Source: an optimization exercise on an open RTL-to-GDS flow (aim: small area). Production flows keep margins and buffers that such runs may drop. In this exercise RTL edits were held to simulation tests only and were not proved equivalent to the original. Power is estimated from default activity; no workload was simulated.

## flow/design.v

```verilog
module UIController (
  input wire         Clock,
  input wire         Reset_n,
  input  wire [6:0]  REG,
  input  wire [9:0]  VALUE_D,
  output reg  [9:0]  VALUE_Q,
  input  wire        SET,
  input  wire        CLR,
  input  wire        INC,
  input  wire        DEC,
  output wire [8:0]  DISP_VMRK1,
  output wire [8:0]  DISP_VMRK2,
  output wire [8:0]  DISP_HMRK1,
  output wire [8:0]  DISP_HMRK2,
  output wire [1:0]  INPUT_SELECT,
  output wire [0:0]  ADC1_TDIV,
  output wire [1:0]  ADC1_VDIV,
  output wire [7:0]  ADC1_VSHIFT,
  output wire [13:0] ADC1_TRG_LVL,
  output wire [2:0]  ADC1_TRG_MODE,
  output wire [0:0]  ADC2_TDIV,
  output wire [1:0]  ADC2_VDIV,
  output wire [7:0]  ADC2_VSHIFT,
  output wire [13:0] ADC2_TRG_LVL,
  output wire [2:0]  ADC2_TRG_MODE,
  output wire [0:0]  DIG1_TDIV,
  output wire [7:0]  DIG1_VSHIFT,
  output wire [9:0]  DIG1_PAT,
  output wire [9:0]  DIG1_PDCC,
  output reg         DIG1_CFG,
  output wire [0:0] DIG1_TRG_LVL,
  output wire [2:0]  DIG1_TRG_MODE,
  output wire [0:0]  DIG2_TDIV,
  output wire [7:0]  DIG2_VSHIFT,
  output wire [9:0]  DIG2_PAT,
  output wire [9:0]  DIG2_PDCC,
  output reg         DIG2_CFG,
  output wire [0:0]  DIG2_TRG_LVL,
  output wire [2:0]  DIG2_TRG_MODE,
  output wire [0:0]  DIG3_TDIV,
  output wire [7:0]  DIG3_VSHIFT,
  output wire [9:0]  DIG3_PAT,
  output wire [9:0]  DIG3_PDCC,
  output reg         DIG3_CFG,
  output wire [0:0]  DIG3_TRG_LVL,
  output wire [2:0]  DIG3_TRG_MODE,
  output wire [0:0]  DIG4_TDIV,
  output wire [7:0]  DIG4_VSHIFT,
  output wire [9:0]  DIG4_PAT,
  output wire [9:0]  DIG4_PDCC,
  output reg         DIG4_CFG,
  output wire [0:0]  DIG4_TRG_LVL,
  output wire [2:0]  DIG4_TRG_MODE
);
  parameter NOREG             = 0,   
            DISP_VMRK1_REG    = 1,   
            DISP_VMRK2_REG    = 2,   
            DISP_VMRK_DIFF    = 3,   
            DISP_HMRK1_REG    = 4,   
            DISP_HMRK2_REG    = 5,   
            DISP_HMRK_DIFF    = 6,   
            INPUT_SELECT_REG  = 7,   
            ADC1_TDIV_REG     = 8,   
            ADC1_VDIV_REG     = 9,   
            ADC1_VSHIFT_REG   = 10,  
            ADC1_TRG_LVL_REG  = 11,  
            ADC1_TRG_MODE_REG = 12,  
            ADC2_TDIV_REG     = 13,  
            ADC2_VDIV_REG     = 14,  
            ADC2_VSHIFT_REG   = 15,  
            ADC2_TRG_LVL_REG  = 16,  
            ADC2_TRG_MODE_REG = 17,  
            DIG1_TDIV_REG     = 18,  
            DIG1_VSHIFT_REG   = 19,  
            DIG1_PAT_REG      = 20,  
            DIG1_PDCC_REG     = 21,  
            DIG1_TRG_LVL_REG  = 22,  
            DIG1_TRG_MODE_REG = 23,  
            DIG2_TDIV_REG     = 24,  
            DIG2_VSHIFT_REG   = 25,  
            DIG2_PAT_REG      = 26,  
            DIG2_PDCC_REG     = 27,  
            DIG2_TRG_LVL_REG  = 28,  
            DIG2_TRG_MODE_REG = 29,  
            DIG3_TDIV_REG     = 30,  
            DIG3_VSHIFT_REG   = 31,  
            DIG3_PAT_REG      = 32,  
            DIG3_PDCC_REG     = 33,  
            DIG3_TRG_LVL_REG  = 34,  
            DIG3_TRG_MODE_REG = 35,  
            DIG4_TDIV_REG     = 36,  
            DIG4_VSHIFT_REG   = 37,  
            DIG4_PAT_REG      = 38,  
            DIG4_PDCC_REG     = 39,  
            DIG4_TRG_LVL_REG  = 40,  
            DIG4_TRG_MODE_REG = 41;  
  reg INC_q, INC_d;
  reg INC_p;  
  reg DEC_q, DEC_d;
  reg DEC_p;  
  always @ ( INC, INC_q, DEC, DEC_q ) begin
    INC_p <= 1'b0;
    INC_d <= INC_q;
    if ( INC == 1'b1 )
      INC_d <= 1'b1;
    else if ( INC_q == 1'b1 ) begin
      INC_p <= 1;
      INC_d <= 1'b0;
    end
    DEC_p <= 1'b0;
    DEC_d <= DEC_q;
    if ( DEC == 1'b1 )
      DEC_d <= 1'b1;
    else if ( DEC_q == 1'b1 ) begin
      DEC_p <= 1'b1;
      DEC_d <= 1'b0;
    end
  end
  reg [8:0]  DISP_VMRK1_q, DISP_VMRK1_d;
  reg [8:0]  DISP_VMRK2_q, DISP_VMRK2_d;
  reg [8:0]  DISP_HMRK1_q, DISP_HMRK1_d;
  reg [8:0]  DISP_HMRK2_q, DISP_HMRK2_d;
  reg [1:0]  INPUT_SELECT_q, INPUT_SELECT_d;
  reg [0:0]  ADC1_TDIV_q, ADC1_TDIV_d;
  reg [1:0]  ADC1_VDIV_q, ADC1_VDIV_d;
  reg [7:0]  ADC1_VSHIFT_q, ADC1_VSHIFT_d;
  reg [9:0]  ADC1_TRG_LVL_q, ADC1_TRG_LVL_d;
  reg [2:0]  ADC1_TRG_MODE_q, ADC1_TRG_MODE_d;
  reg [0:0]  ADC2_TDIV_q, ADC2_TDIV_d;
  reg [1:0]  ADC2_VDIV_q, ADC2_VDIV_d;
  reg [7:0]  ADC2_VSHIFT_q, ADC2_VSHIFT_d;
  reg [9:0]  ADC2_TRG_LVL_q, ADC2_TRG_LVL_d;
  reg [2:0]  ADC2_TRG_MODE_q, ADC2_TRG_MODE_d;
  reg [0:0]  DIG1_TDIV_q, DIG1_TDIV_d;
  reg [7:0]  DIG1_VSHIFT_q, DIG1_VSHIFT_d;
  reg [9:0]  DIG1_PAT_q, DIG1_PAT_d;
  reg [9:0]  DIG1_PDCC_q, DIG1_PDCC_d;
  reg [0:0]  DIG1_TRG_LVL_q, DIG1_TRG_LVL_d;
  reg [2:0]  DIG1_TRG_MODE_q, DIG1_TRG_MODE_d;
  reg [0:0]  DIG2_TDIV_q, DIG2_TDIV_d;
  reg [7:0]  DIG2_VSHIFT_q, DIG2_VSHIFT_d;
  reg [9:0]  DIG2_PAT_q, DIG2_PAT_d;
  reg [9:0]  DIG2_PDCC_q, DIG2_PDCC_d;
  reg [0:0]  DIG2_TRG_LVL_q, DIG2_TRG_LVL_d;
  reg [2:0]  DIG2_TRG_MODE_q, DIG2_TRG_MODE_d;
  reg [0:0]  DIG3_TDIV_q, DIG3_TDIV_d;
  reg [7:0]  DIG3_VSHIFT_q, DIG3_VSHIFT_d;
  reg [9:0]  DIG3_PAT_q, DIG3_PAT_d;
  reg [9:0]  DIG3_PDCC_q, DIG3_PDCC_d;
  reg [0:0]  DIG3_TRG_LVL_q, DIG3_TRG_LVL_d;
  reg [2:0]  DIG3_TRG_MODE_q, DIG3_TRG_MODE_d;
  reg [0:0]  DIG4_TDIV_q, DIG4_TDIV_d;
  reg [7:0]  DIG4_VSHIFT_q, DIG4_VSHIFT_d;
  reg [9:0]  DIG4_PAT_q, DIG4_PAT_d;
  reg [9:0]  DIG4_PDCC_q, DIG4_PDCC_d;
  reg [0:0]  DIG4_TRG_LVL_q, DIG4_TRG_LVL_d;
  reg [2:0]  DIG4_TRG_MODE_q, DIG4_TRG_MODE_d;
  assign DISP_VMRK1 = DISP_VMRK1_q,
         DISP_VMRK2 = DISP_VMRK2_q,
         DISP_HMRK1 = DISP_HMRK1_q,
         DISP_HMRK2 = DISP_HMRK2_q,
         INPUT_SELECT = INPUT_SELECT_q,
         ADC1_TDIV = ADC1_TDIV_q,
         ADC1_VDIV = ADC1_VDIV_q,
         ADC1_VSHIFT = ADC1_VSHIFT_q,
         ADC1_TRG_LVL = { ADC1_TRG_LVL_q, 4'hF },
         ADC1_TRG_MODE = ADC1_TRG_MODE_q,
         ADC2_TDIV = ADC2_TDIV_q,
         ADC2_VDIV = ADC2_VDIV_q,
         ADC2_VSHIFT = ADC2_VSHIFT_q,
         ADC2_TRG_LVL = { ADC2_TRG_LVL_q, 4'hF },
         ADC2_TRG_MODE = ADC2_TRG_MODE_q,
         DIG1_TDIV = DIG1_TDIV_q,
         DIG1_VSHIFT = DIG1_VSHIFT_q,
         DIG1_PAT = DIG1_PAT_q,
         DIG1_PDCC = DIG1_PDCC_q,
         DIG1_TRG_LVL = DIG1_TRG_LVL_q,
         DIG1_TRG_MODE = DIG1_TRG_MODE_q,
         DIG2_TDIV = DIG2_TDIV_q,
         DIG2_VSHIFT = DIG2_VSHIFT_q,
         DIG2_PAT = DIG2_PAT_q,
         DIG2_PDCC = DIG2_PDCC_q,
         DIG2_TRG_LVL = DIG2_TRG_LVL_q,
         DIG2_TRG_MODE = DIG2_TRG_MODE_q,
         DIG3_TDIV = DIG3_TDIV_q,
         DIG3_VSHIFT = DIG3_VSHIFT_q,
         DIG3_PAT = DIG3_PAT_q,
         DIG3_PDCC = DIG3_PDCC_q,
         DIG3_TRG_LVL = DIG3_TRG_LVL_q,
         DIG3_TRG_MODE = DIG3_TRG_MODE_q,
         DIG4_TDIV = DIG4_TDIV_q,
         DIG4_VSHIFT = DIG4_VSHIFT_q,
         DIG4_PAT = DIG4_PAT_q,
         DIG4_PDCC = DIG4_PDCC_q,
         DIG4_TRG_LVL = DIG4_TRG_LVL_q,
         DIG4_TRG_MODE = DIG4_TRG_MODE_q;
  always @ (REG, VALUE_D, SET, CLR, INC_p, DEC_p,
            DISP_VMRK1_q, DISP_VMRK2_q, DISP_HMRK1_q, DISP_HMRK2_q,
            INPUT_SELECT_q,
            ADC1_TDIV_q, ADC1_VDIV_q, ADC1_VSHIFT_q, ADC1_TRG_LVL_q,
            ADC1_TRG_MODE_q,
            ADC2_TDIV_q, ADC2_VDIV_q, ADC2_VSHIFT_q, ADC2_TRG_LVL_q,
            ADC2_TRG_MODE_q,
            DIG1_TDIV_q, DIG1_VSHIFT_q, DIG1_PAT_q, DIG1_PDCC_q,
            DIG1_TRG_LVL_q, DIG1_TRG_MODE_q,
            DIG2_TDIV_q, DIG2_VSHIFT_q, DIG2_PAT_q, DIG2_PDCC_q,
            DIG2_TRG_LVL_q, DIG2_TRG_MODE_q,
            DIG3_TDIV_q, DIG3_VSHIFT_q, DIG3_PAT_q, DIG3_PDCC_q,
            DIG3_TRG_LVL_q, DIG3_TRG_MODE_q,
            DIG4_TDIV_q, DIG4_VSHIFT_q, DIG4_PAT_q, DIG4_PDCC_q,
            DIG4_TRG_LVL_q, DIG4_TRG_MODE_q ) begin
    VALUE_Q <= 'b0;
    DISP_VMRK1_d <= DISP_VMRK1_q;
    DISP_VMRK2_d <= DISP_VMRK2_q;
    DISP_HMRK1_d <= DISP_HMRK1_q;
    DISP_HMRK2_d <= DISP_HMRK2_q;
    INPUT_SELECT_d <= INPUT_SELECT_q;
    ADC1_TDIV_d <= ADC1_TDIV_q;
    ADC1_VDIV_d <= ADC1_VDIV_q;
    ADC1_VSHIFT_d <= ADC1_VSHIFT_q;
    ADC1_TRG_LVL_d <= ADC1_TRG_LVL_q;
    ADC1_TRG_MODE_d <= ADC1_TRG_MODE_q;
    ADC2_TDIV_d <= ADC2_TDIV_q;
    ADC2_VDIV_d <= ADC2_VDIV_q;
    ADC2_VSHIFT_d <= ADC2_VSHIFT_q;
    ADC2_TRG_LVL_d <= ADC2_TRG_LVL_q;
    ADC2_TRG_MODE_d <= ADC2_TRG_MODE_q;
    DIG1_TDIV_d <= DIG1_TDIV_q;
    DIG1_VSHIFT_d <= DIG1_VSHIFT_q;
    DIG1_PAT_d <= DIG1_PAT_q;
    DIG1_PDCC_d <= DIG1_PDCC_q;
    DIG1_TRG_LVL_d <= DIG1_TRG_LVL_q;
    DIG1_CFG <= 1'b0;
    DIG1_TRG_MODE_d <= DIG1_TRG_MODE_q;
    DIG2_TDIV_d <= DIG2_TDIV_q;
    DIG2_VSHIFT_d <= DIG2_VSHIFT_q;
    DIG2_PAT_d <= DIG2_PAT_q;
    DIG2_PDCC_d <= DIG2_PDCC_q;
    DIG2_TRG_LVL_d <= DIG2_TRG_LVL_q;
    DIG2_CFG <= 1'b0;
    DIG2_TRG_MODE_d <= DIG2_TRG_MODE_q;
    DIG3_TDIV_d <= DIG3_TDIV_q;
    DIG3_VSHIFT_d <= DIG3_VSHIFT_q;
    DIG3_PAT_d <= DIG3_PAT_q;
    DIG3_PDCC_d <= DIG3_PDCC_q;
    DIG3_TRG_LVL_d <= DIG3_TRG_LVL_q;
    DIG3_CFG <= 1'b0;
    DIG3_TRG_MODE_d <= DIG3_TRG_MODE_q;
    DIG4_TDIV_d <= DIG4_TDIV_q;
    DIG4_VSHIFT_d <= DIG4_VSHIFT_q;
    DIG4_PAT_d <= DIG4_PAT_q;
    DIG4_PDCC_d <= DIG4_PDCC_q;
    DIG4_TRG_LVL_d <= DIG4_TRG_LVL_q;
    DIG4_CFG <= 1'b0;
    DIG4_TRG_MODE_d <= DIG4_TRG_MODE_q;
    case ( REG )
      DISP_VMRK1_REG : begin
        VALUE_Q <= { 1'b0, DISP_VMRK1_q };
        if ( SET == 1'b1 )
          DISP_VMRK1_d <= VALUE_D[8:0];
        if ( CLR == 1'b1 )
          DISP_VMRK1_d <= 'b0;
        if ( INC_p == 1'b1 )
          DISP_VMRK1_d <= DISP_VMRK1_q + 1; 
        if ( DEC_p == 1'b1 )
          DISP_VMRK1_d <= DISP_VMRK1_q - 1; 
      end
      DISP_VMRK2_REG : begin
        VALUE_Q <= { 1'b0, DISP_VMRK2_q };
        if ( SET == 1'b1 )
          DISP_VMRK2_d <= VALUE_D[8:0];
        if ( CLR == 1'b1 )
          DISP_VMRK2_d <= 'b0;
        if ( INC_p == 1'b1 )
          DISP_VMRK2_d <= DISP_VMRK2_q + 1; 
        if ( DEC_p == 1'b1 )
          DISP_VMRK2_d <= DISP_VMRK2_q - 1;
      end
      DISP_VMRK_DIFF : begin
        VALUE_Q <= { 1'b0, DISP_VMRK2_q - DISP_VMRK1_q };
      end
      DISP_HMRK1_REG : begin
        VALUE_Q <= { 1'b0, DISP_HMRK1_q };
        if ( SET == 1'b1 )
          DISP_HMRK1_d <= VALUE_D[8:0];
        if ( CLR == 1'b1 )
          DISP_HMRK1_d <= 'b0;
        if ( INC_p == 1'b1 )
          DISP_HMRK1_d <= DISP_HMRK1_q + 1; 
        if ( DEC_p == 1'b1 )
          DISP_HMRK1_d <= DISP_HMRK1_q - 1;
      end
      DISP_HMRK2_REG : begin
        VALUE_Q <= { 1'b0, DISP_HMRK2_q };
        if ( SET == 1'b1 )
          DISP_HMRK2_d <= VALUE_D[8:0];
        if ( CLR == 1'b1 )
          DISP_HMRK2_d <= 'b0;
        if ( INC_p == 1'b1 )
          DISP_HMRK2_d <= DISP_HMRK2_q + 1; 
        if ( DEC_p == 1'b1 )
          DISP_HMRK2_d <= DISP_HMRK2_q - 1;
      end
      DISP_HMRK_DIFF : begin
        VALUE_Q <= { 1'b0, DISP_HMRK2_q - DISP_HMRK1_q };
      end
      INPUT_SELECT_REG : begin
        VALUE_Q <= { 8'b0, INPUT_SELECT_q };
        if ( SET == 1'b1 )
          INPUT_SELECT_d <= VALUE_D[1:0];
        if ( CLR == 1'b1 )
          INPUT_SELECT_d <= 'b0;
        if ( INC_p == 1'b1 )
          INPUT_SELECT_d <= INPUT_SELECT_q + 1; 
        if ( DEC_p == 1'b1 )
          INPUT_SELECT_d <= INPUT_SELECT_q - 1;
      end
      ADC1_TDIV_REG : begin
        VALUE_Q <= { 9'b0, ADC1_TDIV_q };
        if ( SET == 1'b1 )
          ADC1_TDIV_d <= VALUE_D[0:0];
        if ( CLR == 1'b1 )
          ADC1_TDIV_d <= 'b0;
        if ( INC_p == 1'b1 )
          ADC1_TDIV_d <= ADC1_TDIV_q + 1; 
        if ( DEC_p == 1'b1 )
          ADC1_TDIV_d <= ADC1_TDIV_q - 1;
      end
      ADC1_VDIV_REG : begin
        VALUE_Q <= { 8'b0, ADC1_VDIV_q };
        if ( SET == 1'b1 )
          ADC1_VDIV_d <= VALUE_D[1:0];
        if ( CLR == 1'b1 )
          ADC1_VDIV_d <= 'b0;
        if ( INC_p == 1'b1 )
          ADC1_VDIV_d <= ADC1_VDIV_q + 1; 
        if ( DEC_p == 1'b1 )
          ADC1_VDIV_d <= ADC1_VDIV_q - 1;
      end
      ADC1_VSHIFT_REG : begin
        VALUE_Q <= { 2'b0, ADC1_VSHIFT_q };
        if ( SET == 1'b1 )
          ADC1_VSHIFT_d <= VALUE_D[7:0];
        if ( CLR == 1'b1 )
          ADC1_VSHIFT_d <= 120;
        if ( INC_p == 1'b1 )
          ADC1_VSHIFT_d <= ADC1_VSHIFT_q + 1; 
        if ( DEC_p == 1'b1 )
          ADC1_VSHIFT_d <= ADC1_VSHIFT_q - 1;
      end
      ADC1_TRG_LVL_REG : begin
        VALUE_Q <= { ADC1_TRG_LVL_q };
        if ( SET == 1'b1 )
          ADC1_TRG_LVL_d <= VALUE_D[9:0];
        if ( CLR == 1'b1 )
          ADC1_TRG_LVL_d <= 'b0;
        if ( INC_p == 1'b1 )
          ADC1_TRG_LVL_d <= ADC1_TRG_LVL_q + 4'h3; 
        if ( DEC_p == 1'b1 )
          ADC1_TRG_LVL_d <= ADC1_TRG_LVL_q - 4'h3;
      end
      ADC1_TRG_MODE_REG : begin
        VALUE_Q <= { 7'b0, ADC1_TRG_MODE_q };
        if ( SET == 1'b1 )
          ADC1_TRG_MODE_d <= VALUE_D[2:0];
        if ( CLR == 1'b1 )
          ADC1_TRG_MODE_d <= 'b0;
        if ( INC_p == 1'b1 )
          ADC1_TRG_MODE_d <= ADC1_TRG_MODE_q + 1; 
        if ( DEC_p == 1'b1 )
          ADC1_TRG_MODE_d <= ADC1_TRG_MODE_q - 1;
      end
      ADC2_TDIV_REG : begin
        VALUE_Q <= { 9'b0, ADC2_TDIV_q };
        if ( SET == 1'b1 )
          ADC2_TDIV_d <= VALUE_D[0:0];
        if ( CLR == 1'b1 )
          ADC2_TDIV_d <= 'b0;
        if ( INC_p == 1'b1 )
          ADC2_TDIV_d <= ADC2_TDIV_q + 1; 
        if ( DEC_p == 1'b1 )
          ADC2_TDIV_d <= ADC2_TDIV_q - 1;
      end
      ADC2_VDIV_REG : begin
        VALUE_Q <= { 8'b0, ADC2_VDIV_q };
        if ( SET == 1'b1 )
          ADC2_VDIV_d <= VALUE_D[1:0];
        if ( CLR == 1'b1 )
          ADC2_VDIV_d <= 'b0;
        if ( INC_p == 1'b1 )
          ADC2_VDIV_d <= ADC2_VDIV_q + 1; 
        if ( DEC_p == 1'b1 )
          ADC2_VDIV_d <= ADC2_VDIV_q - 1;
      end
      ADC2_VSHIFT_REG : begin
        VALUE_Q <= { 2'b0, ADC2_VSHIFT_q };
        if ( SET == 1'b1 )
          ADC2_VSHIFT_d <= VALUE_D[7:0];
        if ( CLR == 1'b1 )
          ADC2_VSHIFT_d <= 120;
        if ( INC_p == 1'b1 )
          ADC2_VSHIFT_d <= ADC2_VSHIFT_q + 1; 
        if ( DEC_p == 1'b1 )
          ADC2_VSHIFT_d <= ADC2_VSHIFT_q - 1;
      end
      ADC2_TRG_LVL_REG : begin
        VALUE_Q <= { ADC2_TRG_LVL_q };
        if ( SET == 1'b1 )
          ADC2_TRG_LVL_d <= VALUE_D[9:0];
        if ( CLR == 1'b1 )
          ADC2_TRG_LVL_d <= 'b0;
        if ( INC_p == 1'b1 )
          ADC2_TRG_LVL_d <= ADC2_TRG_LVL_q + 4'h3; 
        if ( DEC_p == 1'b1 )
          ADC2_TRG_LVL_d <= ADC2_TRG_LVL_q - 4'h3;
      end
      ADC2_TRG_MODE_REG : begin
        VALUE_Q <= { 7'b0, ADC2_TRG_MODE_q };
        if ( SET == 1'b1 )
          ADC2_TRG_MODE_d <= VALUE_D[2:0];
        if ( CLR == 1'b1 )
          ADC2_TRG_MODE_d <= 'b0;
        if ( INC_p == 1'b1 )
          ADC2_TRG_MODE_d <= ADC2_TRG_MODE_q + 1; 
        if ( DEC_p == 1'b1 )
          ADC2_TRG_MODE_d <= ADC2_TRG_MODE_q - 1;
      end
      DIG1_TDIV_REG : begin
        VALUE_Q <= { 9'b0, DIG1_TDIV_q };
        if ( SET == 1'b1 )
          DIG1_TDIV_d <= VALUE_D[0:0];
        if ( CLR == 1'b1 )
          DIG1_TDIV_d <= 'b0;
        if ( INC_p == 1'b1 )
          DIG1_TDIV_d <= DIG1_TDIV_q + 1; 
        if ( DEC_p == 1'b1 )
          DIG1_TDIV_d <= DIG1_TDIV_q - 1;
      end
      DIG1_VSHIFT_REG : begin
        VALUE_Q <= { 2'b0, DIG1_VSHIFT_q };
        if ( SET == 1'b1 )
          DIG1_VSHIFT_d <= VALUE_D[7:0];
        if ( CLR == 1'b1 )
          DIG1_VSHIFT_d <= 120;
        if ( INC_p == 1'b1 )
          DIG1_VSHIFT_d <= DIG1_VSHIFT_q + 1; 
        if ( DEC_p == 1'b1 )
          DIG1_VSHIFT_d <= DIG1_VSHIFT_q - 1;
      end
      DIG1_PAT_REG : begin
        VALUE_Q <= { DIG1_PAT_q };
        if ( SET == 1'b1 ) begin
          DIG1_PAT_d <= VALUE_D[9:0];
          DIG1_CFG <= 1'b1;
        end
        if ( CLR == 1'b1 ) begin
          DIG1_PAT_d <= 'b0;
          DIG1_CFG <= 1'b1;
        end
        if ( INC_p == 1'b1 )
          DIG1_PAT_d <= DIG1_PAT_q + 1; 
        if ( DEC_p == 1'b1 )
          DIG1_PAT_d <= DIG1_PAT_q - 1;
      end
      DIG1_PDCC_REG : begin
        VALUE_Q <= { DIG1_PDCC_q };
        if ( SET == 1'b1 ) begin
          DIG1_PDCC_d <= VALUE_D[9:0];
          DIG1_CFG <= 1'b1;
        end
        if ( CLR == 1'b1 ) begin
          DIG1_PDCC_d <= 'b0;
          DIG1_CFG <= 1'b1;
        end
        if ( INC_p == 1'b1 )
          DIG1_PDCC_d <= DIG1_PDCC_q + 1; 
        if ( DEC_p == 1'b1 )
          DIG1_PDCC_d <= DIG1_PDCC_q - 1;
      end
      DIG1_TRG_LVL_REG : begin
        VALUE_Q <= { 9'b0, DIG1_TRG_LVL_q };
        if ( SET == 1'b1 )
          DIG1_TRG_LVL_d <= VALUE_D[0];
        if ( CLR == 1'b1 )
          DIG1_TRG_LVL_d <= 'b0;
        if ( INC_p == 1'b1 )
          DIG1_TRG_LVL_d <= DIG1_TRG_LVL_q + 1; 
        if ( DEC_p == 1'b1 )
          DIG1_TRG_LVL_d <= DIG1_TRG_LVL_q - 1;
      end
      DIG1_TRG_MODE_REG : begin
        VALUE_Q <= { 7'b0, DIG1_TRG_MODE_q };
        if ( SET == 1'b1 )
          DIG1_TRG_MODE_d <= VALUE_D[2:0];
        if ( CLR == 1'b1 )
          DIG1_TRG_MODE_d <= 'b0;
        if ( INC_p == 1'b1 )
          DIG1_TRG_MODE_d <= DIG1_TRG_MODE_q + 1; 
        if ( DEC_p == 1'b1 )
          DIG1_TRG_MODE_d <= DIG1_TRG_MODE_q - 1;
      end
      DIG2_TDIV_REG : begin
        VALUE_Q <= { 9'b0, DIG2_TDIV_q };
        if ( SET == 1'b1 )
          DIG2_TDIV_d <= VALUE_D[0:0];
        if ( CLR == 1'b1 )
          DIG2_TDIV_d <= 'b0;
        if ( INC_p == 1'b1 )
          DIG2_TDIV_d <= DIG2_TDIV_q + 1; 
        if ( DEC_p == 1'b1 )
          DIG2_TDIV_d <= DIG2_TDIV_q - 1;
      end
      DIG2_VSHIFT_REG : begin
        VALUE_Q <= { 2'b0, DIG2_VSHIFT_q };
        if ( SET == 1'b1 )
          DIG2_VSHIFT_d <= VALUE_D[7:0];
        if ( CLR == 1'b1 )
          DIG2_VSHIFT_d <= 120;
        if ( INC_p == 1'b1 )
          DIG2_VSHIFT_d <= DIG2_VSHIFT_q + 1; 
        if ( DEC_p == 1'b1 )
          DIG2_VSHIFT_d <= DIG2_VSHIFT_q - 1;
      end
      DIG2_PAT_REG : begin
        VALUE_Q <= { DIG2_PAT_q };
        if ( SET == 1'b1 ) begin
          DIG2_PAT_d <= VALUE_D[9:0];
          DIG2_CFG <= 1'b1;
        end
        if ( CLR == 1'b1 ) begin
          DIG2_PAT_d <= 'b0;
          DIG2_CFG <= 1'b1;
        end
        if ( INC_p == 1'b1 )
          DIG2_PAT_d <= DIG2_PAT_q + 1; 
        if ( DEC_p == 1'b1 )
          DIG2_PAT_d <= DIG2_PAT_q - 1;
      end
      DIG2_PDCC_REG : begin
        VALUE_Q <= { DIG2_PDCC_q };
        if ( SET == 1'b1 ) begin
          DIG2_PDCC_d <= VALUE_D[9:0];
          DIG2_CFG <= 1'b1;
        end
        if ( CLR == 1'b1 ) begin
          DIG2_PDCC_d <= 'b0;
          DIG2_CFG <= 1'b1;
        end
        if ( INC_p == 1'b1 )
          DIG2_PDCC_d <= DIG2_PDCC_q + 1; 
        if ( DEC_p == 1'b1 )
          DIG2_PDCC_d <= DIG2_PDCC_q - 1;
      end
      DIG2_TRG_LVL_REG : begin
        VALUE_Q <= { 9'b0, DIG2_TRG_LVL_q };
        if ( SET == 1'b1 )
          DIG2_TRG_LVL_d <= VALUE_D[0];
        if ( CLR == 1'b1 )
          DIG2_TRG_LVL_d <= 'b0;
        if ( INC_p == 1'b1 )
          DIG2_TRG_LVL_d <= DIG2_TRG_LVL_q + 1; 
        if ( DEC_p == 1'b1 )
          DIG2_TRG_LVL_d <= DIG2_TRG_LVL_q - 1;
      end
      DIG2_TRG_MODE_REG : begin
        VALUE_Q <= { 7'b0, DIG2_TRG_MODE_q };
        if ( SET == 1'b1 )
          DIG2_TRG_MODE_d <= VALUE_D[2:0];
        if ( CLR == 1'b1 )
          DIG2_TRG_MODE_d <= 'b0;
        if ( INC_p == 1'b1 )
          DIG2_TRG_MODE_d <= DIG2_TRG_MODE_q + 1; 
        if ( DEC_p == 1'b1 )
          DIG2_TRG_MODE_d <= DIG2_TRG_MODE_q - 1;
      end
      DIG3_TDIV_REG : begin
        VALUE_Q <= { 9'b0, DIG3_TDIV_q };
        if ( SET == 1'b1 )
          DIG3_TDIV_d <= VALUE_D[0:0];
        if ( CLR == 1'b1 )
          DIG3_TDIV_d <= 'b0;
        if ( INC_p == 1'b1 )
          DIG3_TDIV_d <= DIG3_TDIV_q + 1; 
        if ( DEC_p == 1'b1 )
          DIG3_TDIV_d <= DIG3_TDIV_q - 1;
      end
      DIG3_VSHIFT_REG : begin
        VALUE_Q <= { 2'b0, DIG3_VSHIFT_q };
        if ( SET == 1'b1 )
          DIG3_VSHIFT_d <= VALUE_D[7:0];
        if ( CLR == 1'b1 )
          DIG3_VSHIFT_d <= 120;
        if ( INC_p == 1'b1 )
          DIG3_VSHIFT_d <= DIG3_VSHIFT_q + 1; 
        if ( DEC_p == 1'b1 )
          DIG3_VSHIFT_d <= DIG3_VSHIFT_q - 1;
      end
      DIG3_PAT_REG : begin
        VALUE_Q <= { DIG3_PAT_q };
        if ( SET == 1'b1 ) begin
          DIG3_PAT_d <= VALUE_D[9:0];
          DIG3_CFG <= 1'b1;
        end
        if ( CLR == 1'b1 ) begin
          DIG3_PAT_d <= 'b0;
          DIG3_CFG <= 1'b1;
        end
        if ( INC_p == 1'b1 )
          DIG3_PAT_d <= DIG3_PAT_q + 1; 
        if ( DEC_p == 1'b1 )
          DIG3_PAT_d <= DIG3_PAT_q - 1;
      end
      DIG3_PDCC_REG : begin
        VALUE_Q <= { DIG3_PDCC_q };
        if ( SET == 1'b1 ) begin
          DIG3_PDCC_d <= VALUE_D[9:0];
          DIG3_CFG <= 1'b1;
        end
        if ( CLR == 1'b1 ) begin
          DIG3_PDCC_d <= 'b0;
          DIG3_CFG <= 1'b1;
        end
        if ( INC_p == 1'b1 )
          DIG3_PDCC_d <= DIG3_PDCC_q + 1; 
        if ( DEC_p == 1'b1 )
          DIG3_PDCC_d <= DIG3_PDCC_q - 1;
      end
      DIG3_TRG_LVL_REG : begin
        VALUE_Q <= { 9'b0, DIG3_TRG_LVL_q };
        if ( SET == 1'b1 )
          DIG3_TRG_LVL_d <= VALUE_D[0];
        if ( CLR == 1'b1 )
          DIG3_TRG_LVL_d <= 'b0;
        if ( INC_p == 1'b1 )
          DIG3_TRG_LVL_d <= DIG3_TRG_LVL_q + 1; 
        if ( DEC_p == 1'b1 )
          DIG3_TRG_LVL_d <= DIG3_TRG_LVL_q - 1;
      end
      DIG3_TRG_MODE_REG : begin
        VALUE_Q <= { 7'b0, DIG3_TRG_MODE_q };
        if ( SET == 1'b1 )
          DIG3_TRG_MODE_d <= VALUE_D[2:0];
        if ( CLR == 1'b1 )
          DIG3_TRG_MODE_d <= 'b0;
        if ( INC_p == 1'b1 )
          DIG3_TRG_MODE_d <= DIG3_TRG_MODE_q + 1; 
        if ( DEC_p == 1'b1 )
          DIG3_TRG_MODE_d <= DIG3_TRG_MODE_q - 1;
      end
      DIG4_TDIV_REG : begin
        VALUE_Q <= { 9'b0, DIG4_TDIV_q };
        if ( SET == 1'b1 )
          DIG4_TDIV_d <= VALUE_D[0:0];
        if ( CLR == 1'b1 )
          DIG4_TDIV_d <= 'b0;
        if ( INC_p == 1'b1 )
          DIG4_TDIV_d <= DIG4_TDIV_q + 1; 
        if ( DEC_p == 1'b1 )
          DIG4_TDIV_d <= DIG4_TDIV_q - 1;
      end
      DIG4_VSHIFT_REG : begin
        VALUE_Q <= { 2'b0, DIG4_VSHIFT_q };
        if ( SET == 1'b1 )
          DIG4_VSHIFT_d <= VALUE_D[7:0];
        if ( CLR == 1'b1 )
          DIG4_VSHIFT_d <= 120;
        if ( INC_p == 1'b1 )
          DIG4_VSHIFT_d <= DIG4_VSHIFT_q + 1; 
        if ( DEC_p == 1'b1 )
          DIG4_VSHIFT_d <= DIG4_VSHIFT_q - 1;
      end
      DIG4_PAT_REG : begin
        VALUE_Q <= { DIG4_PAT_q };
        if ( SET == 1'b1 ) begin
          DIG4_PAT_d <= VALUE_D[9:0];
          DIG4_CFG <= 1'b1;
        end
        if ( CLR == 1'b1 )begin
          DIG4_PAT_d <= 'b0;
          DIG4_CFG <= 1'b1;
        end
        if ( INC_p == 1'b1 )
          DIG4_PAT_d <= DIG4_PAT_q + 1; 
        if ( DEC_p == 1'b1 )
          DIG4_PAT_d <= DIG4_PAT_q - 1;
      end
      DIG4_PDCC_REG : begin
        VALUE_Q <= { DIG4_PDCC_q };
        if ( SET == 1'b1 ) begin
          DIG4_PDCC_d <= VALUE_D[9:0];
          DIG4_CFG <= 1'b1;
        end
        if ( CLR == 1'b1 ) begin
          DIG4_PDCC_d <= 'b0;
          DIG4_CFG <= 1'b1;
        end
        if ( INC_p == 1'b1 )
          DIG4_PDCC_d <= DIG4_PDCC_q + 1; 
        if ( DEC_p == 1'b1 )
          DIG4_PDCC_d <= DIG4_PDCC_q - 1;
      end
      DIG4_TRG_LVL_REG : begin
        VALUE_Q <= { 9'b0, DIG4_TRG_LVL_q };
        if ( SET == 1'b1 )
          DIG4_TRG_LVL_d <= VALUE_D[0];
        if ( CLR == 1'b1 )
          DIG4_TRG_LVL_d <= 'b0;
        if ( INC_p == 1'b1 )
          DIG4_TRG_LVL_d <= DIG4_TRG_LVL_q + 1; 
        if ( DEC_p == 1'b1 )
          DIG4_TRG_LVL_d <= DIG4_TRG_LVL_q - 1;
      end
      DIG4_TRG_MODE_REG : begin
        VALUE_Q <= { 7'b0, DIG4_TRG_MODE_q };
        if ( SET == 1'b1 )
          DIG4_TRG_MODE_d <= VALUE_D[2:0];
        if ( CLR == 1'b1 )
          DIG4_TRG_MODE_d <= 'b0;
        if ( INC_p == 1'b1 )
          DIG4_TRG_MODE_d <= DIG4_TRG_MODE_q + 1; 
        if ( DEC_p == 1'b1 )
          DIG4_TRG_MODE_d <= DIG4_TRG_MODE_q - 1;
      end
      default : begin
      end
    endcase
  end
  always @ (posedge Clock or negedge Reset_n) begin
    if ( Reset_n == 1'b0 ) begin
      INC_q <= 1'b0;
      DEC_q <= 1'b0;
      DISP_VMRK1_q <= 'b0;
      DISP_VMRK2_q <= 'b0;
      DISP_HMRK1_q <= 'b0;
      DISP_HMRK2_q <= 'b0;
      INPUT_SELECT_q <= 'b0;
      ADC1_TDIV_q <= 'b0;
      ADC1_VDIV_q <= 'b0;
      ADC1_VSHIFT_q <= 120;
      ADC1_TRG_LVL_q <= 'b0;
      ADC1_TRG_MODE_q <= 'b0;
      ADC2_TDIV_q <= 'b0;
      ADC2_VDIV_q <= 'b0;
      ADC2_VSHIFT_q <= 120;
      ADC2_TRG_LVL_q <= 'b0;
      ADC2_TRG_MODE_q <= 'b0;
      DIG1_TDIV_q <= 'b0;
      DIG1_VSHIFT_q <= 120;
      DIG1_PAT_q <= 'b0;
      DIG1_PDCC_q <= 'b0;
      DIG1_TRG_LVL_q <= 'b0;
      DIG1_TRG_MODE_q <= 'b0;
      DIG2_TDIV_q <= 'b0;
      DIG2_VSHIFT_q <= 120;
      DIG2_PAT_q <= 'b0;
      DIG2_PDCC_q <= 'b0;
      DIG2_TRG_LVL_q <= 'b0;
      DIG2_TRG_MODE_q <= 'b0;
      DIG3_TDIV_q <= 'b0;
      DIG3_VSHIFT_q <= 120;
      DIG3_PAT_q <= 'b0;
      DIG3_PDCC_q <= 'b0;
      DIG3_TRG_LVL_q <= 'b0;
      DIG3_TRG_MODE_q <= 'b0;
      DIG4_TDIV_q <= 'b0;
      DIG4_VSHIFT_q <= 120;
      DIG4_PAT_q <= 'b0;
      DIG4_PDCC_q <= 'b0;
      DIG4_TRG_LVL_q <= 'b0;
      DIG4_TRG_MODE_q <= 'b0;
    end
    else begin
      INC_q <= INC_d;
      DEC_q <= DEC_d;
      DISP_VMRK1_q <= DISP_VMRK1_d;
      DISP_VMRK2_q <= DISP_VMRK2_d;
      DISP_HMRK1_q <= DISP_HMRK1_d;
      DISP_HMRK2_q <= DISP_HMRK2_d;
      INPUT_SELECT_q <= INPUT_SELECT_d;
      ADC1_TDIV_q <= ADC1_TDIV_d;
      ADC1_VDIV_q <= ADC1_VDIV_d;
      ADC1_VSHIFT_q <= ADC1_VSHIFT_d;
      ADC1_TRG_LVL_q <= ADC1_TRG_LVL_d;
      ADC1_TRG_MODE_q <= ADC1_TRG_MODE_d;
      ADC2_TDIV_q <= ADC2_TDIV_d;
      ADC2_VDIV_q <= ADC2_VDIV_d;
      ADC2_VSHIFT_q <= ADC2_VSHIFT_d;
      ADC2_TRG_LVL_q <= ADC2_TRG_LVL_d;
      ADC2_TRG_MODE_q <= ADC2_TRG_MODE_d;
      DIG1_TDIV_q <= DIG1_TDIV_d;
      DIG1_VSHIFT_q <= DIG1_VSHIFT_d;
      DIG1_PAT_q <= DIG1_PAT_d;
      DIG1_PDCC_q <= DIG1_PDCC_d;
      DIG1_TRG_LVL_q <= DIG1_TRG_LVL_d;
      DIG1_TRG_MODE_q <= DIG1_TRG_MODE_d;
      DIG2_TDIV_q <= DIG2_TDIV_d;
      DIG2_VSHIFT_q <= DIG2_VSHIFT_d;
      DIG2_PAT_q <= DIG2_PAT_d;
      DIG2_PDCC_q <= DIG2_PDCC_d;
      DIG2_TRG_LVL_q <= DIG2_TRG_LVL_d;
      DIG2_TRG_MODE_q <= DIG2_TRG_MODE_d;
      DIG3_TDIV_q <= DIG3_TDIV_d;
      DIG3_VSHIFT_q <= DIG3_VSHIFT_d;
      DIG3_PAT_q <= DIG3_PAT_d;
      DIG3_PDCC_q <= DIG3_PDCC_d;
      DIG3_TRG_LVL_q <= DIG3_TRG_LVL_d;
      DIG3_TRG_MODE_q <= DIG3_TRG_MODE_d;
      DIG4_TDIV_q <= DIG4_TDIV_d;
      DIG4_VSHIFT_q <= DIG4_VSHIFT_d;
      DIG4_PAT_q <= DIG4_PAT_d;
      DIG4_PDCC_q <= DIG4_PDCC_d;
      DIG4_TRG_LVL_q <= DIG4_TRG_LVL_d;
      DIG4_TRG_MODE_q <= DIG4_TRG_MODE_d;
    end
  end
endmodule
```

## flow/run.sh

```bash
#!/bin/bash
# synth_recipe.tcl (not shown) runs the flow's synth.tcl, then flattens the netlist and writes it again
# the make line also repeats each setting of config.mk as NAME=value (left out here)
make -C /OpenROAD-flow-scripts/flow DESIGN_CONFIG=/design/flow/config.mk WORK_HOME=/design/flow/orfs CLKGATE_MAP_FILE= SYNTH_SCRIPT=/design/flow/synth_recipe.tcl finish
```

## flow/config.mk

```make
export PLATFORM = sky130hd
export DESIGN_NAME = UIController
export DESIGN_NICKNAME = UIController
export VERILOG_FILES = /design/flow/design.v
export SDC_FILE = /design/flow/constraint.sdc
export NUM_CORES = 4
export LEC_CHECK = 0
export CAP_MARGIN = 20
export CORE_MARGIN = 2
export CORE_UTILIZATION = 40
export PLACE_DENSITY = 0.6
export SLEW_MARGIN = 20
```

## flow/constraint.sdc

```tcl
create_clock -name core_clock -period 10.0 [get_ports {Clock}]
set_input_delay 2.0000 -clock core_clock [delete_from_list [all_inputs] [get_ports {Clock}]]
set_output_delay 2.0000 -clock core_clock [all_outputs]
set_load 0.01 [all_outputs]
```

==> results.json <==
{
  "power_frac_clock_pct": 28.8,
  "drive_gt1_share_pct": 6.40,
  "clk_pin_slew_ps": 60,
  "path_class": "primary input to output pin",
  "critPathTopFamily": "buffers and inverters",
  "end_kind": "output pin",
  "synth_edf_count": 0,
  "rr_worst_depth": 7,
  "rsz0062_at_grt": "false",
  "n_fill_cell": 4652,
  "gr-total-overflow": 0,
  "antenna_found_initial": 3,
  "post-route-min-period_ps": 7850,
  "portBuffers": 254,
  "hold_end": "DIG3_TRG_MODE_q[1]",
  "areaGrowthSynthToFinish_pct": 19.3,
  "ys_warn_count": 1,
  "yosysSeqAreaShare_pct": 28.5,
  "dp_slack_ps": 2370,
  "holdPathStages": 1,
  "holdBufCountCts": 0,
  "synth_cells": 2597,
  "syn_area_per_cell_um2": 7.48,
  "required_ps": 8000,
  "critPathArrivalTime_ps": 5850,
  "drcViolationCount": 0,
  "vias": 22475,
  "r2r_slack_ps": 6580,
  "io_pins": 263,
  "vias_per_cell": 6.77,
  "drt-pass1-iter-count": 9,
  "core.rowCount": 80,
  "drtIter0Drc": 2889,
  "cts_sinks": 220,
  "r2r_start": "DEC_q",
  "synth_seq_cells": 220,
  "cts_tree": "built",
  "p_seq_share_pct": 37.9,
  "crit_path_max_fanout": 25,
  "cellPowerDensity_nw_per_um2": 166,
  "core_um2": 47800,
  "max-slew-margin-rel_pct": 17.9,
  "max_stage_delay_ps": 1030,
  "die_area_um2": 50300,
  "mostFrequentLayoutCells": "clkdlybuf4s50_1 (249), o21ai_0 (242), nand2_1 (226)",
  "intPower_mw": 2.27,
  "start_kind": "primary input",
  "clock_latency_ps": 590,
  "finClkSkew_ps": 13.3,
  "setup_slack_ps": 2150,
  "setup_viol": 0,
  "cts_max_level": 1,
  "switching_share_pct": 41.0,
  "switching_power_mw": 1.58,
  "report.final.hold_viol_count": 0,
  "routedWlPerCell_um": 28.7,
  "final_max_slew_viol_count": 0,
  "clock.fmax_mhz": 127,
  "root_buffer": "clkbuf_16",
  "cts_buffers": 30,
  "grt_max_degree": 151,
  "timing.final.crit_share_pct": 78.5,
  "synthArstFlopShare_pct": 100,
  "grt_usage_pct": 36.8,
  "ir_drop_mv": 0.110,
  "ctsResizeCount": 0,
  "layout_commonest_cell": "clkdlybuf4s50_1",
  "grt_pass1_wl_mm": 139,
  "status": "complete, no violations",
  "finalWirelength_mm": 95.4,
  "cellLeakagePower_nw": 9.04,
  "cpMaxStageDelayCell": "nor4bb_4",
  "setup_tns_ps": 0,
  "syn_area_um2": 19400,
  "fp.dieW_um": 224,
  "synthFlopType": "dfrtp_1",
  "maxCapViolations": 0,
  "fin_nets": 2773,
  "worstPathCellList": "buf_2 -> buf_4 -> nor4bb_4 -> a22oi_1 -> a2111oi_0 -> a2111oi_0 -> nand3_1 -> clkdlybuf4s50_1",
  "place_congestion": 0.994,
  "crit_buf_inv": 3,
  "ant_nets": 0,
  "cts_setup_buffers": 0,
  "worst_slew_pin_slew_ps": 1230,
  "hp-class": "flop to flop",
  "hp-start": "DIG3_TRG_MODE_q[1]",
  "start_util_pct": 40.6,
  "p_comb_share_pct": 33.3,
  "yosys.cell_types.count": 85,
  "hpwl_mm": 66.8,
  "crit_top_cell": "a2111oi_0",
  "r2r-end": "DIG1_PDCC_q[7]",
  "grt_pass1_vias": 20224,
  "die_h_um": 224,
  "cts_buffer_depth": 3
}
-- power by group through the flow --
stage	sequential, mW	clock (mW)	combinational [mW]
floorplan	1.25	0	0.773
global placement	1.46	0	1.23
detailed placement	1.46	0	1.25
CTS	1.44	1.12	1.26
global route	1.47	1.16	1.39
finish	1.46	1.11	1.28
-- cell type report --
class	instances	area (um2)	area share (%)
repair buffers	288	2820	12.2
inverters	104	390	1.68
clock buffers	49	932	4.02
well taps	615	769	3.32
flip-flops and latches	220	5540	23.9
clock inverters	6	71.3	0.308
diodes	4	10.0	0.0432
multi-input cells	2036	12600	54.6
-- state kept, by name, summed over array words and instances (netlist names), 8 cells and up --
register,flops
DISP_HMRK1_q,9
DIG4_PDCC_q,10
DIG2_PAT_q,10
DIG2_PDCC_q,10
DIG1_VSHIFT_q,8
DISP_HMRK2_q,9
ADC1_VSHIFT_q,8
DIG2_VSHIFT_q,8
DIG3_PAT_q,10
ADC1_TRG_LVL_q,10
DIG4_VSHIFT_q,8
DIG1_PDCC_q,10
ADC2_VSHIFT_q,8
DISP_VMRK1_q,9
DIG4_PAT_q,10
DIG3_VSHIFT_q,8
DIG3_PDCC_q,10
DIG1_PAT_q,10
DISP_VMRK2_q,9
ADC2_TRG_LVL_q,10
-- per-layer routing --
layer | part of all wire, % | GRT usage, % | vias up
met2 | 43 | 54.6 | 1362
li1 | - | - | 9737
met4 | 4.2 | 14.3 | 6
met3 | 11 | 6.56 | 206
met1 | 42 | 52.9 | 11164
met5 | 0.037 | 0 | -
-- kinds of logic after synthesis --
family	after synthesis	share of synthesized area (%)
compound gates	938	31.2
simple gates	879	21.9
buf+inv	348	7.17
flops	220	28.5
xor+xnor	115	5.19
fa+ha+maj	70	4.59
mux	26	1.44
other cells	1	0.0193
-- worst max-delay path by stage --
stage | start | end | slack [ps] | cells past startpoint
floorplan | REG[0] | VALUE_Q[0] | 4330 | 8
global placement | REG[2] | VALUE_Q[0] | 2510 | 8
detailed placement | REG[2] | VALUE_Q[0] | 2370 | 8
CTS | REG[2] | VALUE_Q[0] | 2330 | 8
global route | REG[2] | VALUE_Q[0] | 2110 | 8
finish | REG[2] | VALUE_Q[0] | 2150 | 8
-- cells in the mapped netlist (all sizes together) (7+ instances only) --
library cell	n	area (um2)
a211oi	10	75.1
a31oi	77	497
o211ai	15	113
and3	53	332
o41ai	10	87.6
ha	68	851
nor3	102	510
dfstp	24	631
a22o	32	280
xnor2	63	552
a221oi	20	175
a22oi	49	368
inv	103	387
nor2	206	776
o31ai	45	338
o21ai	246	1230
clkbuf	184	692
a31o	7	61.3
o21a	21	158
a221o	13	130
a21o	18	135
o22ai	24	150
o31a	7	61.3
nor3b	7	52.6
buf	60	309
a21oi	222	1110
dfrtp	196	4900
xor2	52	455
nor4	23	150
nand3	117	586
or4	8	63.8
and2	13	81.3
or3b	8	70.1
nand4	26	163
mux2i	10	100
or3	30	198
nor2b	17	106
mux2	16	180
o22a	36	315
o32ai	9	78.8
nand2	227	852
nand2b	22	138
a32o	12	120
a2bb2oi	7	61.3
-- through the flow --
stage | cell area, um2 | hold slack [ps] | utilization [%] | power (mW) | cells
2_1_floorplan | 19400 | 524 | - | 2.02 | 2604
3_3_place_gp | 22100 | 549 | 46.3 | 2.69 | 3263
3_5_place_dp | 22100 | 533 | 46.3 | 2.71 | 3263
4_1_cts | 23100 | 562 | 48.4 | 3.82 | 3318
5_1_grt | 23200 | 580 | 48.4 | 4.02 | 3318
6_report | 23200 | 562 | 48.4 | 3.85 | 3322

-- separate check: timing with driven ports --
The results above use ideal ports. As a check the final layout listed here was re-extracted and re-timed, cells and wires unchanged.
Step 1 (the two cells are an assumption about what drives the block):
set clk [get_ports {Clock}]
set_driving_cell -lib_cell sky130_fd_sc_hd__clkbuf_16 $clk
set_driving_cell -lib_cell sky130_fd_sc_hd__buf_2 [delete_from_list [all_inputs] $clk]
Step 2 adds t to the input delays and takes it off the output delays; t is the mean of the earliest and latest rising clock arrival at the registers after step 1. Input paths then give back, and output paths get back, about the clock's delay inside the block.
Slacks: ideal ports / drivers / drivers and shift; pairs: ideal ports / drivers.
shift t [ns]: 0.651
setup slack, ns: 2.152 / 2.088 / 2.088
worst setup path at the end: input to output
clock arrival spread, ns: 0.021 / 0.021
cell pins on the clock port's net: 1
After both steps setup and hold are still met in this run. For this run, drivers alone change the setup slack by -0.064 ns; drivers and shift together by -0.064 ns.
